Context: an optimization exercise on an open-source flow, tuned for small area. The choices shown serve that exercise and are no tape-out recipe. At most, simulation tests tie the RTL to the original design; equivalence was not proved. Power is estimated from default activity; no workload was simulated.

==> trial 45 <==
==> flow/design.v (excerpt) <==
module Loto (Clk, BPBack, BPReview, BPReset, BPTirage, A1, A2, A3, A4);
clock: 15.0 ns
lec_check: 0
cap_margin: 20
core_margin: 2
core_utilization: 40
slew_margin: 20
standard.sh (not shown) runs the stock make flow with config.mk's settings and CLKGATE_MAP_FILE= SYNTH_SCRIPT=/design/flow/synth_recipe.tcl, a recipe that flattens the netlist after the stock synthesis.
==> flow/flow/run.sh <==
#!/bin/bash
# The standard layout (standard.sh) with changes that save cell area:
# - after placement resizing, the resizer's power recovery downsizes gates that
#   have timing slack to spare, then repair_design fixes slew and capacitance
#   again (flow/post_resize.tcl);
# - ports get the smallest buffer;
# - clock tree synthesis uses small clock buffers, larger sink clusters and no
#   dummy loads.
set -euo pipefail
export POST_RESIZE_TCL="$PWD/flow/post_resize.tcl"
export BUFFER_PORTS_ARGS="-buffer_cell sky130_fd_sc_hd__buf_1"
export CTS_ARGS="-sink_clustering_enable -repair_clock_nets -dont_use_dummy_load -buf_list {sky130_fd_sc_hd__clkbuf_4 sky130_fd_sc_hd__clkbuf_8} -sink_clustering_size 20 -sink_clustering_max_diameter 60"
bash standard.sh > standard.log 2>&1
==> flow/flow/post_resize.tcl <==
# Sourced by ORFS's resize.tcl after repair_design (POST_RESIZE_TCL).
log_cmd estimate_parasitics -placement
log_cmd repair_timing -recover_power 100 -verbose
log_cmd estimate_parasitics -placement
repair_design_helper
==> trial 22: changes against trial 45 <==
--- a/flow/design.v
+++ b/flow/design.v
@@ -68,16 +68,15 @@
 		K <= {2'd3, 5'd0};
 		D <= {2'd3, 5'd0};
 		Busy <= 0;
 	end
 	else
 	begin
 		r <= RNext;
-		if (K != 7'd0)
-			S <= (IncS >= K) ? 7'd0 : IncS;
+		S <= (IncS >= K) ? 7'd0 : IncS;    
 		if (EvTirage)
 			K <= dec(K);
 		if (~BPReview)
 			D <= K;
 		else if (EvBack && D < {2'd2, 5'd29})
 			D <= inc(D);
 		if (EvTirage)
==> flow/flow/run.sh (replaced) <==
#!/bin/bash
# The standard layout (standard.sh) with changes that save cell area:
# - after placement resizing, the resizer's power recovery downsizes gates that
#   have timing slack to spare, then repair_design fixes slew and capacitance
#   again (flow/post_resize.tcl);
# - ports get the smallest buffer;
# - clock tree synthesis uses small clock buffers, larger sink clusters and no
#   dummy loads.
set -euo pipefail
export POST_RESIZE_TCL="$PWD/flow/post_resize.tcl"
export BUFFER_PORTS_ARGS="-buffer_cell sky130_fd_sc_hd__buf_1"
export CTS_ARGS="-sink_clustering_enable -repair_clock_nets -dont_use_dummy_load -buf_list {sky130_fd_sc_hd__clkbuf_8} -sink_clustering_size 22 -sink_clustering_max_diameter 60"
bash standard.sh > standard.log 2>&1
==> trial 26: changes against trial 45 <==
--- a/flow/design.v
+++ b/flow/design.v
@@ -68,16 +68,15 @@
 		K <= {2'd3, 5'd0};
 		D <= {2'd3, 5'd0};
 		Busy <= 0;
 	end
 	else
 	begin
 		r <= RNext;
-		if (K != 7'd0)
-			S <= (IncS >= K) ? 7'd0 : IncS;
+		S <= (IncS >= K) ? 7'd0 : IncS;    
 		if (EvTirage)
 			K <= dec(K);
 		if (~BPReview)
 			D <= K;
 		else if (EvBack && D < {2'd2, 5'd29})
 			D <= inc(D);
 		if (EvTirage)
==> flow/flow/run.sh (replaced) <==
#!/bin/bash
# The standard layout (standard.sh) with changes that save cell area:
# - after placement resizing, the resizer's power recovery downsizes gates that
#   have timing slack to spare, then repair_design fixes slew and capacitance
#   again (flow/post_resize.tcl);
# - ports get the smallest buffer;
# - clock tree synthesis uses small clock buffers, larger sink clusters and no
#   dummy loads.
set -euo pipefail
export POST_RESIZE_TCL="$PWD/flow/post_resize.tcl"
export BUFFER_PORTS_ARGS="-buffer_cell sky130_fd_sc_hd__buf_1"
export CTS_ARGS="-sink_clustering_enable -repair_clock_nets -dont_use_dummy_load -buf_list {sky130_fd_sc_hd__clkbuf_4 sky130_fd_sc_hd__clkbuf_8} -sink_clustering_size 20 -sink_clustering_max_diameter 80"
bash standard.sh > standard.log 2>&1
==> qor.csv <==
metric,value,unit
ClkCell Share,3.02,%
fin nets,1184,
switching power total,0.000547,W
area of the multi-input gates,0.00258,mm²
Leak,6.65,nW
"Avg Cell Area, Syn",14.6,µm²
most frequent cells in the layout,"dfxtp_1 (630), nand2_1 (58), nor2_1 (50)",
Total Power,0.00270,W
outcome,"complete, no violations",
hold wc startpoint,R2[103],
clock share of power,25.5,%
Seq/total area,76.9,%
PnR worst setup slack,9.08,ns
dpl cells,1643,
dpl hpwl,13500,µm
pre-CTS setup slack,9.02,ns
layout cells sized above 1,4.58,%
Yosys top cell area share,77.8,%
DRT Wirelength,21700,µm
(the above is from trial 22)
==> qor.csv <==
metric,value,unit
min Tclk post-route,5.96,ns
Leak,6.66,nW
switching power total,0.000547,W
PnR worst setup slack,9.04,ns
most frequent cells in the layout,"dfxtp_1 (630), nand2_1 (58), nor2_1 (50)",
ClkCell Share,3.10,%
area of the multi-input gates,0.00258,mm²
Yosys top cell area share,77.8,%
outcome,"complete, no violations",
dpl hpwl,13500,µm
DRT Wirelength,21700,µm
core area,0.0399,mm²
fin nets,1185,
pre-CTS setup slack,9.02,ns
"Avg Cell Area, Syn",14.6,µm²
Seq/total area,76.9,%
number of global-route vias before repair,6831,
hold wc startpoint,R2[70],
Hold WS,0.279,ns
dpl cells,1643,
Comb group,0.0000728,W
(the above is from trial 26)
==> qor.csv <==
metric,value,unit
switching power total,0.000546,W
met3 routed WL,1100,µm
Tightest Hold Check Type,flip-flop to flip-flop,
Yosys top cell area share,77.5,%
crit path capture,A4[6],
fin nets,1199,
dpl hpwl,13700,µm
ClkCell Share,3.16,%
Placed Area,0.0169,mm²
outcome,"complete, no violations",
Seq/total area,76.4,%
"Avg Cell Area, Syn",14.5,µm²
clock buffer count,40,
CP max stage delay,0.56,ns
Total Power,0.00272,W
pre-CTS setup slack,9.71,ns
layout cells sized above 1,5.12,%
Worst Skew,0.0851,ns
dpl cells,1656,
PnR worst setup slack,9.08,ns
hold wc startpoint,R2[131],
hold endpoint,R2[126],
(the above is from trial 45)
Function not checked in trial 22 and trial 26: the RTL went through the layout flow alone.

* * *

==> run P: inputs <==
Another version of the RTL of Loto (not shown whole).
clock: 15.0 ns
lec_check: 0
cap_margin: 20
core_margin: 2
core_utilization: 40
slew_margin: 20
==> flow/flow/run.sh <==
#!/bin/bash
# The standard layout (standard.sh) with changes that save cell area:
# - after placement resizing, the resizer's power recovery downsizes gates that
#   have timing slack to spare, then repair_design fixes slew and capacitance
#   again (flow/post_resize.tcl);
# - ports get the smallest buffer;
# - clock tree synthesis uses small clock buffers, larger sink clusters and no
#   dummy loads.
set -euo pipefail
export POST_RESIZE_TCL="$PWD/flow/post_resize.tcl"
export BUFFER_PORTS_ARGS="-buffer_cell sky130_fd_sc_hd__buf_1"
export CTS_ARGS="-sink_clustering_enable -repair_clock_nets -dont_use_dummy_load -buf_list {sky130_fd_sc_hd__clkbuf_4 sky130_fd_sc_hd__clkbuf_8} -sink_clustering_size 20 -sink_clustering_max_diameter 60"
bash standard.sh > standard.log 2>&1
Scripts as last shown in full above: flow/flow/post_resize.tcl
==> inputs of run B, as changes to run P <==
--- a/flow/design.v
+++ b/flow/design.v
@@ -2,84 +2,74 @@
 input Clk, BPBack, BPReview, BPReset, BPTirage;
 output [6:0] A1;
 output [6:0] A2;
 output [6:0] A3;
 output [6:0] A4;
-reg [149:0] R0, R1, R2, RJ;   
+reg [209:0] R0, R1, R2;    
 reg [4:0] r;               
+reg Fill;                  
 reg PrevTirage, PrevBack;
 reg [6:0] S;               
-reg [6:0] K;               
+reg [6:0] M;               
 reg [6:0] D;               
 reg [6:0] A;               
 reg [6:0] TA;              
 reg [6:0] TB;              
 reg Busy, First, Pass2, FA, FB;
-wire Fill = First & ~Busy;  
 function [6:0] inc;
 	input [6:0] x;
 	inc = (x[4:0] == 5'd29) ? {x[6:5] + 2'd1, 5'd0} : {x[6:5], x[4:0] + 5'd1};
 endfunction
 function [6:0] dec;
 	input [6:0] x;
 	dec = (x[4:0] == 5'd0) ? {x[6:5] - 2'd1, 5'd29} : {x[6:5], x[4:0] - 5'd1};
 endfunction
-function [4:0] jpack;
-	input [1:0] j0, j1, j2;
-	jpack = ~j2[1] ? {j0, j1, j2[0]} : ~j1[1] ? {j0, 2'b11, j1[0]} : {2'b11, j0, 1'b0};
-endfunction
-function [5:0] junpack;
-	input [4:0] c;
-	junpack = (c[4:3] == 2'b11) ? {c[2:1], 2'd2, 2'd2} :
-		(c[2:1] == 2'b11) ? {c[4:3], 1'b0, c[0], 2'd2} : {c[4:1], 1'b0, c[0]};
-endfunction
-wire EvTirage = BPTirage & ~PrevTirage & ~BPReset & ~BPReview & (K != 7'd0);
+wire CLt90 = (M[6:5] != 2'd3);
+wire EvTirage = BPTirage & ~PrevTirage & ~BPReset & ~BPReview & CLt90;
 wire EvBack = BPBack & ~PrevBack & ~BPReset & BPReview;
-wire [5:0] J = junpack(RJ[4:0]);
-wire [6:0] H0 = {J[5:4], R0[4:0]};
-wire [6:0] H1 = {J[3:2], R1[4:0]};
-wire [6:0] H2 = {J[1:0], R2[4:0]};
+wire [6:0] H0 = R0[6:0];
+wire [6:0] H1 = R1[6:0];
+wire [6:0] H2 = R2[6:0];
 wire HitAg = (A[4:0] == r);
 wire HitDg = (D[4:0] == r);
 wire [2:0] HitA = {HitAg & (A[6:5] == 2'd2), HitAg & (A[6:5] == 2'd1), HitAg & (A[6:5] == 2'd0)};
 wire [2:0] HitD = {HitDg & (D[6:5] == 2'd2), HitDg & (D[6:5] == 2'd1), HitDg & (D[6:5] == 2'd0)};
 wire [1:0] SelT = Busy ? A[6:5] : D[6:5];
 wire [6:0] HT = (SelT == 2'd0) ? H0 : (SelT == 2'd1) ? H1 : H2;
 wire [6:0] HD = (D[6:5] == 2'd0) ? H0 : (D[6:5] == 2'd1) ? H1 : H2;
 wire Pass1 = Busy & ~First & ~Pass2;
 wire Wr = Busy & Pass2;
-wire [6:0] In0 = (Wr & HitA[0]) ? TB : (Fill | Wr & HitD[0]) ? TA : H0;
-wire [6:0] In1 = (Wr & HitA[1]) ? TB : (Fill | Wr & HitD[1]) ? TA : H1;
-wire [6:0] In2 = (Wr & HitA[2]) ? TB : (Fill | Wr & HitD[2]) ? TA : H2;
-wire [4:0] RNext = (r == 5'd29) ? 5'd0 : r + 5'd1;
-wire [6:0] IncS = inc(S);
+wire [6:0] In0 = Fill ? {2'd0, r} : (Wr & HitA[0]) ? TB : (Wr & HitD[0]) ? TA : H0;
+wire [6:0] In1 = Fill ? {2'd1, r} : (Wr & HitA[1]) ? TB : (Wr & HitD[1]) ? TA : H1;
+wire [6:0] In2 = Fill ? {2'd2, r} : (Wr & HitA[2]) ? TB : (Wr & HitD[2]) ? TA : H2;
 always @(posedge Clk)
 begin
-	R0 <= {In0[4:0], R0[149:5]};
-	R1 <= {In1[4:0], R1[149:5]};
-	R2 <= {In2[4:0], R2[149:5]};
-	RJ <= {Fill ? jpack(2'd0, 2'd1, 2'd2) : jpack(In0[6:5], In1[6:5], In2[6:5]), RJ[149:5]};
+	R0 <= {In0, R0[209:7]};
+	R1 <= {In1, R1[209:7]};
+	R2 <= {In2, R2[209:7]};
 	PrevTirage <= BPTirage;
 	PrevBack <= BPBack;
 	if (BPReset)
 	begin
 		r <= 0;
-		First <= 1;
+		Fill <= 1;
 		S <= 0;
-		K <= {2'd3, 5'd0};
+		M <= {2'd2, 5'd29};
 		D <= {2'd3, 5'd0};
 		Busy <= 0;
 	end
 	else
 	begin
-		r <= RNext;
-		if (K != 7'd0)
-			S <= (IncS >= K) ? 7'd0 : IncS;
+		r <= (r == 5'd29) ? 5'd0 : r + 5'd1;
+		if (r == 5'd29)
+			Fill <= 0;
+		if (CLt90)
+			S <= (S >= M) ? 7'd0 : inc(S);
 		if (EvTirage)
-			K <= dec(K);
+			M <= dec(M);
 		if (~BPReview)
-			D <= K;
+			D <= inc(M);
 		else if (EvBack && D < {2'd2, 5'd29})
 			D <= inc(D);
 		if (EvTirage)
 		begin
 			A <= S;
@@ -88,14 +78,11 @@
 			Pass2 <= 0;
 			FA <= 0;
 			FB <= 0;
 		end
 		else if (First)
-		begin
-			if (Busy | r == 5'd29)
-				First <= 0;
-		end
+			First <= 0;
 		else if (Busy)
 		begin
 			if ((FA | HitAg) & (FB | HitDg))
 			begin
 				FA <= 0;
@@ -109,13 +96,11 @@
 				FA <= FA | HitAg;
 				FB <= FB | HitDg;
 			end
 		end
 	end
-	if (BPReset | Fill)
-		TA[4:0] <= BPReset ? 5'd0 : RNext;
-	else if (Busy ? (Pass1 & HitAg) : HitDg)
+	if (Busy ? (Pass1 & HitAg) : HitDg)
 		TA <= HT;
 	if (Pass1 & HitDg)
 		TB <= HD;
 end
 wire [7:0] NumIn = {D[6:5] == 2'd3, TA};
==> flow/flow/run.sh (replaced) <==
#!/bin/bash
# The standard layout (standard.sh), with clock tree synthesis told to use small
# clock buffers, larger sink clusters and no dummy loads.
set -euo pipefail
export CTS_ARGS="-sink_clustering_enable -repair_clock_nets -dont_use_dummy_load -buf_list {sky130_fd_sc_hd__clkbuf_4 sky130_fd_sc_hd__clkbuf_8} -sink_clustering_size 20 -sink_clustering_max_diameter 60"
bash standard.sh > standard.log 2>&1
removed: flow/flow/post_resize.tcl
==> comparison <==
Run B ran to the end with no violations. Run P finished clean.
In sequential power, run B and run P hardly differ.
Of run B and run P, run B has the higher combinational power (gap about 10%, measured against run P).
Final area: run P is smaller than run B (about 4.3%).
Of run B and run P, run B has the higher sequential cell count (gap 31).
==> figures <==
Run status: run B timing/DRC/antenna clean; run P timing/DRC/antenna clean
Via count of the first global-routing pass: run B 7,365; run P 7,341
Vias after detailed routing: run B 7,807; run P 7,669
Final net count: run B 1,243; run P 1,249
Layout clock area frac: run B 3.20%; run P 3.27%
Clock group share of total power: run B 26.9%; run P 26.1%
Seq/total area: run B 75.6%; run P 75.4%
Maximum ir drop on the vdd rail: run B 0.0000917 V; run P 0.0000803 V
Total GRT Usage: run B 10.7%; run P 11.0%
Endpoint of the worst-slack reg-to-reg timing path: run B TA[4]; run P RJ[149]
The RTL of run P was laid out without a check of its function.

==> what the ideal ports hide <==
The results above use ideal ports. As a check the final layouts listed here were re-extracted and re-timed, cells and wires unchanged. Step 1 assumes that a clkbuf_16 drives the clock port and a buf_2 every other input. Step 2 adds t to the input delays and takes it off the output delays; t is the mean of the earliest and latest rising clock arrival at the registers after step 1. Input paths then give back, and output paths get back, about the clock's delay inside the block. Three values: ideal, step 1, step 2; two values: the first two.
run | t (ns) | slack for setup (ns) | worst data-port slew with drivers (ns)
trial 45 | 0.609 | 9.083 / 9.040 / 9.649 | 0.03
trial 22 | 0.575 | 9.077 / 9.034 / 9.249 | 0.03
trial 26 | 0.591 | 9.042 / 8.999 / 9.261 | 0.03
run P | 0.614 | 9.429 / 9.384 / 9.855 | 0.03
run B | 0.591 | 9.042 / 8.997 / 9.588 | 0.04
After both steps setup and hold are still met in every run listed.
